Source: an optimization exercise on an open RTL-to-GDS flow (aim: small area, a short achievable clock period and few clock cycles). Production flows keep margins and buffers that such runs may drop. RTL that was checked went through simulation tests only; none was proved equivalent to the original.

Setup of main:
==> flow/design.v (excerpt) <==
module gcd3_top (
    input  wire        clk,
    input  wire        reset,
    input  wire        start,
    input  wire [15:0] A,
    input  wire [15:0] B,
    input  wire [15:0] C,
    output wire        valid,
    output wire [15:0] D
);
Size in the first run: about 540 cells after synthesis, roughly 40 flip-flops, about 68 I/O pins.
clock: 3.5 ns
lec_check: 0
cap_margin: 20
core_margin: 2
core_utilization: 40
slew_margin: 20
standard.sh (not shown) runs the stock make flow with config.mk's settings and CLKGATE_MAP_FILE= SYNTH_SCRIPT=/design/flow/synth_recipe.tcl, a recipe that flattens the netlist after the stock synthesis.
==> flow/flow/run.sh <==
#!/bin/bash
set -euo pipefail
export BUFFER_PORTS_ARGS="-buffer_cell sky130_fd_sc_hd__buf_2"
bash standard.sh > standard_make.log 2>&1
Testbench counts of main, summed over its fixed seeds: cycles 2,454.
Relative to main, the following input files were edited for the feature branch:
==> flow/flow/run.sh <==
#!/bin/bash
set -euo pipefail
export BUFFER_PORTS_ARGS="-buffer_cell sky130_fd_sc_hd__buf_1"
export RECOVER_POWER=100
bash standard.sh > standard_make.log 2>&1
- Non-clock buffer count in the final layout: the feature branch vs main up 11
- Looking at area share of buffers outside the clock network across main and the feature branch, the one that comes out lower is the feature branch.
- The feature branch reports its commonest non-fill, non-tap cell in the layout as buf_1 while main reports buf_2.
- Post-layout utilization of the core sits lower in the feature branch than in main.

---

== the baseline ==
The RTL this note starts from:
==> flow/design.v <==
module gcd3_top (
    input  wire        clk,
    input  wire        reset,
    input  wire        start,
    input  wire [15:0] A,
    input  wire [15:0] B,
    input  wire [15:0] C,
    output wire        valid,
    output wire [15:0] D
);
    localparam IDLE = 3'd0, P0 = 3'd1, P1 = 3'd2, P2 = 3'd3, SHL = 3'd4;
    reg [2:0]  state;
    reg [15:0] a;
    reg [16:0] b;
    reg [3:0]  cnt;
    wire [15:0] x    = A | B | C;
    wire        zero = ~|A | ~|B | ~|C;
    reg  [3:0]  kx;
    integer i;
    always @(*) begin
        kx = 4'd0;
        for (i = 15; i >= 0; i = i - 1)
            if (x[i]) kx = i;
    end
    wire        idle = (state == IDLE);
    wire        p0   = (state == P0);
    wire        p1   = (state == P1);
    wire        p2   = (state == P2);
    wire        shl  = (state == SHL);
    wire [15:0] mb   = {b[15:1] ^ {15{b[16]}}, b[0]};
    wire        tz   = a[0] & b[0] & ((a[15:1] ^ b[15:1]) == {15{b[16]}});   
    wire        a1   = (a == 16'd1);
    wire        c0   = (cnt == 4'd0);
    wire        swap = (a[15:1] >= mb[15:1]);                               
    wire [17:0] t    = {2'b00, a} + {b[16], b};
    wire load_p1 = p0 & b[0];
    wire load_p2 = p1 & tz & ~a1;
    wire done    = (p1 & a1) | (p2 & (tz | a1));
    wire step    = (p1 | p2) & b[0] & ~tz & ~a1;
    wire [16:0] w    = ({17{step}}    & {t[17], t[17:2]})
                     | ({17{idle}}    & {1'b0, A})
                     | ({17{load_p1}} & {1'b0, B})
                     | ({17{load_p2}} & {1'b0, C})
                     | ({17{~step & ~idle & ~load_p1 & ~load_p2}} & b);
    wire        s2   = ~w[0] & ~w[1];
    wire [16:0] w2   = s2 ? {{2{w[16]}}, w[16:2]} : w;
    wire [16:0] sw   = w2[0] ? w2 : {w2[16], w2[16:1]};
    wire        a_b   = load_p1 | (step & swap);
    wire        an1   = a_b ? mb[1] : a[1];
    wire        neg   = ~idle & sw[0] & ~(sw[1] ^ an1);
    always @(posedge clk) b <= {sw[16:1] ^ {16{neg}}, sw[0]};
    wire        a_shl = (done | shl) & ~c0;
    always @(posedge clk)
        a <= ({16{a_b}} & mb) | ({16{a_shl}} & {a[14:0], 1'b0})
           | ({16{~a_b & ~a_shl & ~(idle & start & zero)}} & a);
    assign valid = c0 & (shl | done);
    assign D     = a;
    always @(posedge clk) begin
        if (reset) begin
            state <= IDLE;
        end else begin
            case (state)
                IDLE: if (start) begin
                    cnt   <= zero ? 4'd0 : kx;
                    state <= zero ? SHL : P0;
                end
                P0: if (b[0]) state <= P1;
                SHL: begin
                    if (c0) state <= IDLE;
                    else cnt <= cnt - 4'd1;
                end
                default: begin  
                    if (load_p2) state <= P2;
                    else if (done) begin
                        if (c0) state <= IDLE;
                        else begin
                            state <= SHL;
                            cnt   <= cnt - 4'd1;
                        end
                    end
                end
            endcase
        end
    end
endmodule
Settings: LEC_CHECK=0, CAP_MARGIN=20, CORE_MARGIN=2, CORE_UTILIZATION=40, SLEW_MARGIN=20; clock period 3.5 ns.
run.sh (not shown) runs the stock make flow with config.mk's settings and CLKGATE_MAP_FILE= SYNTH_SCRIPT=/design/flow/synth_recipe.tcl, a recipe that flattens the netlist after the stock synthesis.
Stock flow here: none of the scripts above is used.
The baseline: full flow OK, the timing, design-rule and antenna checks passed
Testbench counts of the baseline, summed over its fixed seeds: cycles 2,531.
Edits applied to the flow inputs when going from the baseline to the candidate:
==> flow/flow/run.sh (new file) <==
#!/bin/bash
set -euo pipefail
export BUFFER_PORTS_ARGS="-buffer_cell sky130_fd_sc_hd__buf_2"
bash standard.sh > standard_make.log 2>&1
==> flow/standard.sh (new file) <==
#!/bin/bash
# synth_recipe.tcl (not shown) runs the flow's synth.tcl, then flattens the netlist and writes it again
# the make line also repeats each setting of config.mk as NAME=value (left out here)
make -C /OpenROAD-flow-scripts/flow DESIGN_CONFIG=/design/flow/config.mk WORK_HOME=/design/flow/orfs CLKGATE_MAP_FILE= SYNTH_SCRIPT=/design/flow/synth_recipe.tcl "${@:-finish}"
removed: flow/run.sh
### Flow results
The baseline reports its most common library cell in the layout ignoring fill and taps as clkdlybuf4s50_1 while the candidate reports buf_2. Portion of the clock cycle consumed by the worst path in the final layout: the candidate vs the baseline down 3.5 points. The candidate finished all stages; the layout is clean. Going from the baseline to the candidate, setup slack increased by 0.12 ns relative to the old numbers; area growth from synthesis to layout decreased by 10 points relative to the old numbers; routed wire length shows a reduction of about 0.3%. Compared with the baseline, in the candidate total met2 wirelength after detailed routing shrank by 2.4%; instance area at placement shrank by 7.4%.

---

Another version of the RTL of gcd3_top (not shown whole).
Size in the first run: roughly 660 cells after synthesis, ~41 flip-flops, ~68 I/O pins.
Design gcd3_top, start of the top module:
module gcd3_top (
    input  wire        clk,
    input  wire        reset,
    input  wire        start,
    input  wire [15:0] A,
    input  wire [15:0] B,
    input  wire [15:0] C,
    output wire        valid,
    output wire [15:0] D
);
    localparam IDLE = 3'd0, P0 = 3'd1, P1 = 3'd2, P2 = 3'd3, SHL = 3'd4;
    reg [2:0]  state;
    reg [16:0] a, b;
    reg [3:0]  cnt;
    wire [15:0] x    = A | B | C;
    wire        zero = ~|A | ~|B | ~|C;
    reg  [3:0]  kx;
    integer i;
    always @(*) begin
        kx = 4'd0;
        for (i = 15; i >= 0; i = i - 1)
            if (x[i]) kx = i;
    end
    wire        idle = (state == IDLE);
    wire        p0   = (state == P0);
    wire        p1   = (state == P1);
    wire        p2   = (state == P2);
    wire        shl  = (state == SHL);
    wire [16:0] axb  = a ^ b;
    wire        tz   = a[0] & b[0] & ((~|axb[16:1]) | (&axb[16:1]));    
    wire        a1   = a[0] & ((~|a[16:1]) | (&a[16:1]));                
    wire        c0   = (cnt == 4'd0);
    wire        sub  = ~(a[1] ^ b[1]);
  ...
export LEC_CHECK = 0
export CAP_MARGIN = 20
export CORE_MARGIN = 2
export CORE_UTILIZATION = 40
export SLEW_MARGIN = 20
create_clock -name core_clock -period 3.5 [get_ports {clk}]
standard.sh (not shown) runs the stock make flow with config.mk's settings and CLKGATE_MAP_FILE= SYNTH_SCRIPT=/design/flow/synth_recipe.tcl, a recipe that flattens the netlist after the stock synthesis.
==> flow/flow/run.sh <==
#!/bin/bash
set -euo pipefail
export BUFFER_PORTS_ARGS="-buffer_cell sky130_fd_sc_hd__buf_2"
export RECOVER_POWER=100
bash standard.sh > standard_make.log 2>&1
Edit:
==> flow/run.sh (new file) <==
#!/bin/bash
# synth_recipe.tcl (not shown) runs the flow's synth.tcl, then flattens the netlist and writes it again
# the make line also repeats each setting of config.mk as NAME=value (left out here)
make -C /OpenROAD-flow-scripts/flow DESIGN_CONFIG=/design/flow/config.mk WORK_HOME=/design/flow/orfs CLKGATE_MAP_FILE= SYNTH_SCRIPT=/design/flow/synth_recipe.tcl finish
removed: flow/flow/run.sh
removed: flow/standard.sh
Result: The new run went through all stages and came out clean. Die area is unchanged. Final area rose by a little under a tenth. Cell count came out higher by a few percent. Hold slack is better by 0.019 ns. Routed wire length rises by a few percent. Count of clock-buffer cells in the layout shrinks by 1.
Function was not checked in any run of this note: the RTL went through the layout flow alone.

---

north:
gcd3_top, a different RTL version from the one above (not shown whole).
Size: ~68 I/O pins, about 0.0042 mm² of cells after synthesis.
export LEC_CHECK = 0
export CAP_MARGIN = 20
export CORE_MARGIN = 2
export CORE_UTILIZATION = 40
export SLEW_MARGIN = 20
create_clock -name core_clock -period 3.5 [get_ports {clk}]
==> flow/flow/run.sh <==
#!/bin/bash
set -euo pipefail
export BUFFER_PORTS_ARGS="-buffer_cell sky130_fd_sc_hd__buf_1"
export RECOVER_POWER=100
bash standard.sh > standard_make.log 2>&1
Testbench counts of north, summed over its fixed seeds: cycles 2,454.
> inputs changed (north -> south)
==> flow/flow/run.sh <==
#!/bin/bash
set -euo pipefail
export BUFFER_PORTS_ARGS="-buffer_cell sky130_fd_sc_hd__buf_2"
bash standard.sh > standard_make.log 2>&1
--- outcome ---
- Routed length on met2, south and north, lower one = north.
- Changes observed in south relative to north: worst setup slack moved up, growth of design area from synthesis to finish shows an increase of 3.4 points, count of plain and timing-repair buffers in the layout went up, number of hold violations in the final report held.
- Delta (south minus north): wire length grew by 4.7%; vertical extent of the die roughly the same.
- Path depth of the worst reg2reg path ends up lower on south.
- Relative to north, the cell area measured on south has increased by a few percent.
Setup changes, south to east
==> flow/run.sh (new file) <==
#!/bin/bash
# synth_recipe.tcl (not shown) runs the flow's synth.tcl, then flattens the netlist and writes it again
# the make line also repeats each setting of config.mk as NAME=value (left out here)
make -C /OpenROAD-flow-scripts/flow DESIGN_CONFIG=/design/flow/config.mk WORK_HOME=/design/flow/orfs CLKGATE_MAP_FILE= SYNTH_SCRIPT=/design/flow/synth_recipe.tcl finish
removed: flow/flow/run.sh
removed: flow/standard.sh
==> notes.md <==
The final layouts of south and east pass the timing, design-rule and antenna checks. The count of plain and timing-repair buffers number comes out higher for east vs south. From south to east the numbers moved as follows: length of routed met2 wiring climbed 6.5%; sequential share of layout area dropped 0.98 points; post-synthesis to final-layout area growth climbed 7.8 points. Where post-layout instance area is concerned, south is better than east. Of east and south, it is east that has the lower relative area of clock buffers and inverters in the final design.
Edits applied to the flow inputs when going from east to west:
==> flow/flow/run.sh (new file) <==
#!/bin/bash
set -euo pipefail
export BUFFER_PORTS_ARGS="-buffer_cell sky130_fd_sc_hd__buf_1"
bash standard.sh > standard_make.log 2>&1
==> flow/standard.sh (new file) <==
#!/bin/bash
# synth_recipe.tcl (not shown) runs the flow's synth.tcl, then flattens the netlist and writes it again
# the make line also repeats each setting of config.mk as NAME=value (left out here)
make -C /OpenROAD-flow-scripts/flow DESIGN_CONFIG=/design/flow/config.mk WORK_HOME=/design/flow/orfs CLKGATE_MAP_FILE= SYNTH_SCRIPT=/design/flow/synth_recipe.tcl "${@:-finish}"
removed: flow/run.sh
==> comparison <==
west vs east on top fanout value on the critical path: west is the lower one. Starting utilization of the core area across west and east: no real change. Going from east to west, final setup slack of the worst path down 0.026 ns, buffer share of cell area down 7.7 points, post-route clock period utilization up 0.74 points, filler-free cell count of the finished design flat. west finished all stages; the layout is clean.

---

Another version of the RTL of gcd3_top (not shown whole).
For scale: roughly 37 flip-flops, roughly 68 I/O pins, about 4300 sq um of cells after synthesis.
// gcd3_top
module gcd3_top (
    input  wire        clk,
    input  wire        reset,
    input  wire        start,
    input  wire [15:0] A,
    input  wire [15:0] B,
    input  wire [15:0] C,
    output wire        valid,
    output wire [15:0] D
);
    localparam IDLE = 3'd0, P0 = 3'd1, P1 = 3'd2, P2 = 3'd3, SHL = 3'd4, ZERO = 3'd5;
    reg [2:0]  state;
    reg [15:0] a;
    reg [16:0] b;
    reg        nb;       
    wire [15:0] x    = A | B | C;
    wire        zero = ~|A | ~|B | ~|C;
    wire        idle = (state == IDLE);
    wire        p0   = (state == P0);
    wire        p1   = (state == P1);
    wire        p2   = (state == P2);
    wire        shl  = (state == SHL);
    wire        zst  = (state == ZERO);      
    wire [15:0] mb   = {b[15:1] ^ {15{b[16]}}, b[0]};
    wire        tz   = a[0] & b[0] & ((a[15:1] ^ b[15:1]) == {15{b[16]}});   
    wire        a1   = (a == 16'd1);
    wire        swap = (a[15:1] >= mb[15:1]);                               
    wire [16:0] bn   = {b[16:1] ^ {16{nb}}, b[0]};         
    wire [17:0] t    = {2'b00, a} + {bn[16], bn};
    wire load_p1 = p0 & b[0];
    wire load_p2 = p1 & tz & ~a1;
    wire done    = (p1 & a1) | (p2 & (tz | a1));
    wire step    = (p1 | p2) & b[0] & ~tz & ~a1;
    wire        odd  = (p1 | p2) & b[0] & ~a1;
    wire        shx  = done & ~x[0];
    wire        sh1  = shl | shx;
    wire [16:0] w    = ({17{odd}}                           & {t[17], t[17:2]})
                     | ({17{idle & ~A[0]}}                  & {1'b0, A})
                     | ({17{load_p1 | idle & A[0]}}         & {1'b0, B})
                     | ({17{load_p2}}                       & {1'b0, C})
                     | ({17{shx}}                           & {1'b0, x})
                     | ({17{~idle & ~b[0] & ~shx}}          & b);
    wire        s2   = ~w[0] & ~w[1] & ~sh1;
    wire [16:0] w2   = s2 ? {{2{w[16]}}, w[16:2]} : w;
    wire [16:0] sw   = w2[0] ? w2 : {w2[16], w2[16:1]};
    wire        a_b   = load_p1 | (step & swap);
    wire        an1   = idle ? A[1] : (load_p1 | (odd & swap)) ? mb[1] : a[1];
    wire        neg   = (~idle | A[0]) & sw[0] & ~(sw[1] ^ an1);
    always @(posedge clk) begin
        b  <= sw;
        nb <= neg;
    end
    wire        a_shl = shx | (shl & ~b[0]);
    wire        a_in  = idle & start & A[0] & ~zero;
  ...
Settings: LEC_CHECK=0, CAP_MARGIN=20, CORE_MARGIN=2, CORE_UTILIZATION=60, PLACE_DENSITY=0.7, SLEW_MARGIN=20; clock period 3.5 ns.
==> flow/flow/run.sh <==
#!/bin/bash
set -euo pipefail
export BUFFER_PORTS_ARGS="-buffer_cell sky130_fd_sc_hd__buf_2"
bash standard.sh > standard_make.log 2>&1
Then changed:
--- a/flow/config.mk
+++ b/flow/config.mk
@@ -10,2 +10 @@
-export CORE_UTILIZATION = 60
-export PLACE_DENSITY = 0.7
+export CORE_UTILIZATION = 40
After rerunning: Hold slack stays flat; core utilization shrinks by 24 points; clock skew is about the same.
No run of this note included a check of the RTL's function; only the layout flow was run.

---

Another version of the RTL of gcd3_top (not shown whole).
Size: about 1100 cells after synthesis, about 41 flip-flops, ~6100 um^2 of cells after synthesis.
Settings: LEC_CHECK=0, ABC_AREA=1, CAP_MARGIN=0, CORE_MARGIN=2, CORE_UTILIZATION=65, SLEW_MARGIN=0; clock period 3.5 ns.
run.sh (not shown) runs the stock make flow with config.mk's settings and CLKGATE_MAP_FILE= SYNTH_SCRIPT=/design/flow/synth_recipe.tcl, a recipe that flattens the netlist after the stock synthesis.
Stock flow here: none of the scripts above is used.
The first run ran to the end with no violations.
Testbench counts at the start, summed over its fixed seeds: cycles 2,517.
Change:
ABC_AREA = default   (was 1)
=> The changed run passed the timing, design-rule and antenna checks. Non-clock buffer count went up by 52. Synthesized cell count came out lower by a quarter to a third. Via count came out lower by about a fifth. Worst setup slack hardly moves. Register-to-register slack loses 0.31 ns. Critical path depth fell by 1. Final cell count shrinks by a quarter to a third.

what the ideal ports hide:
In the flow no input, the clock included, has a driving cell. The finished layouts below were timed again as built, in two steps. Step 1, drivers: a clkbuf_16 drives clk and a buf_2 each remaining input, both assumed. Step 2 times the ports against the registers' clock, not the clock port: input delays grow and output delays shrink by t, the midpoint of the rising clock arrivals with the driver on. Three values: ideal, step 1, step 2; two values: the first two.
| run | shift t [ns] | slack for setup (ns) | worst slew at a driven data input, ns |
|---|---|---|---|
| main | 0.333 | 0.120 / 0.087 / 0.155 | 0.04 |
| the feature branch | 0.333 | 0.121 / 0.087 / 0.167 | 0.04 |
| the baseline | 0.334 | 0.055 / 0.055 / 0.011 | 0.05 |
| the candidate | 0.339 | 0.177 / 0.177 / 0.177 | 0.04 |
| the first run of note 3 | 0.333 | 0.124 / 0.124 / 0.124 | 0.04 |
| the second run of note 3 | 0.336 | 0.158 / 0.110 / 0.163 | 0.04 |
| north | 0.341 | 0.148 / 0.114 / 0.176 | 0.04 |
| south | 0.332 | 0.165 / 0.133 / 0.231 | 0.04 |
| east | 0.327 | 0.173 / 0.137 / 0.072 | 0.05 |
| west | 0.341 | 0.147 / 0.112 / 0.282 | 0.04 |
| the first run of note 5 | 0.338 | 0.154 / 0.119 / 0.227 | 0.04 |
| the second run of note 5 | 0.335 | 0.191 / 0.154 / 0.202 | 0.03 |
| the first run of note 6 | 0.345 | 0.086 / 0.050 / 0.388 | 0.04 |
| the second run of note 6 | 0.343 | 0.087 / 0.087 / 0.017 | 0.05 |
After both steps every run listed still meets setup and hold. For east, which loses most, drivers alone change the setup slack by -0.036 ns; drivers and shift together by -0.101 ns.
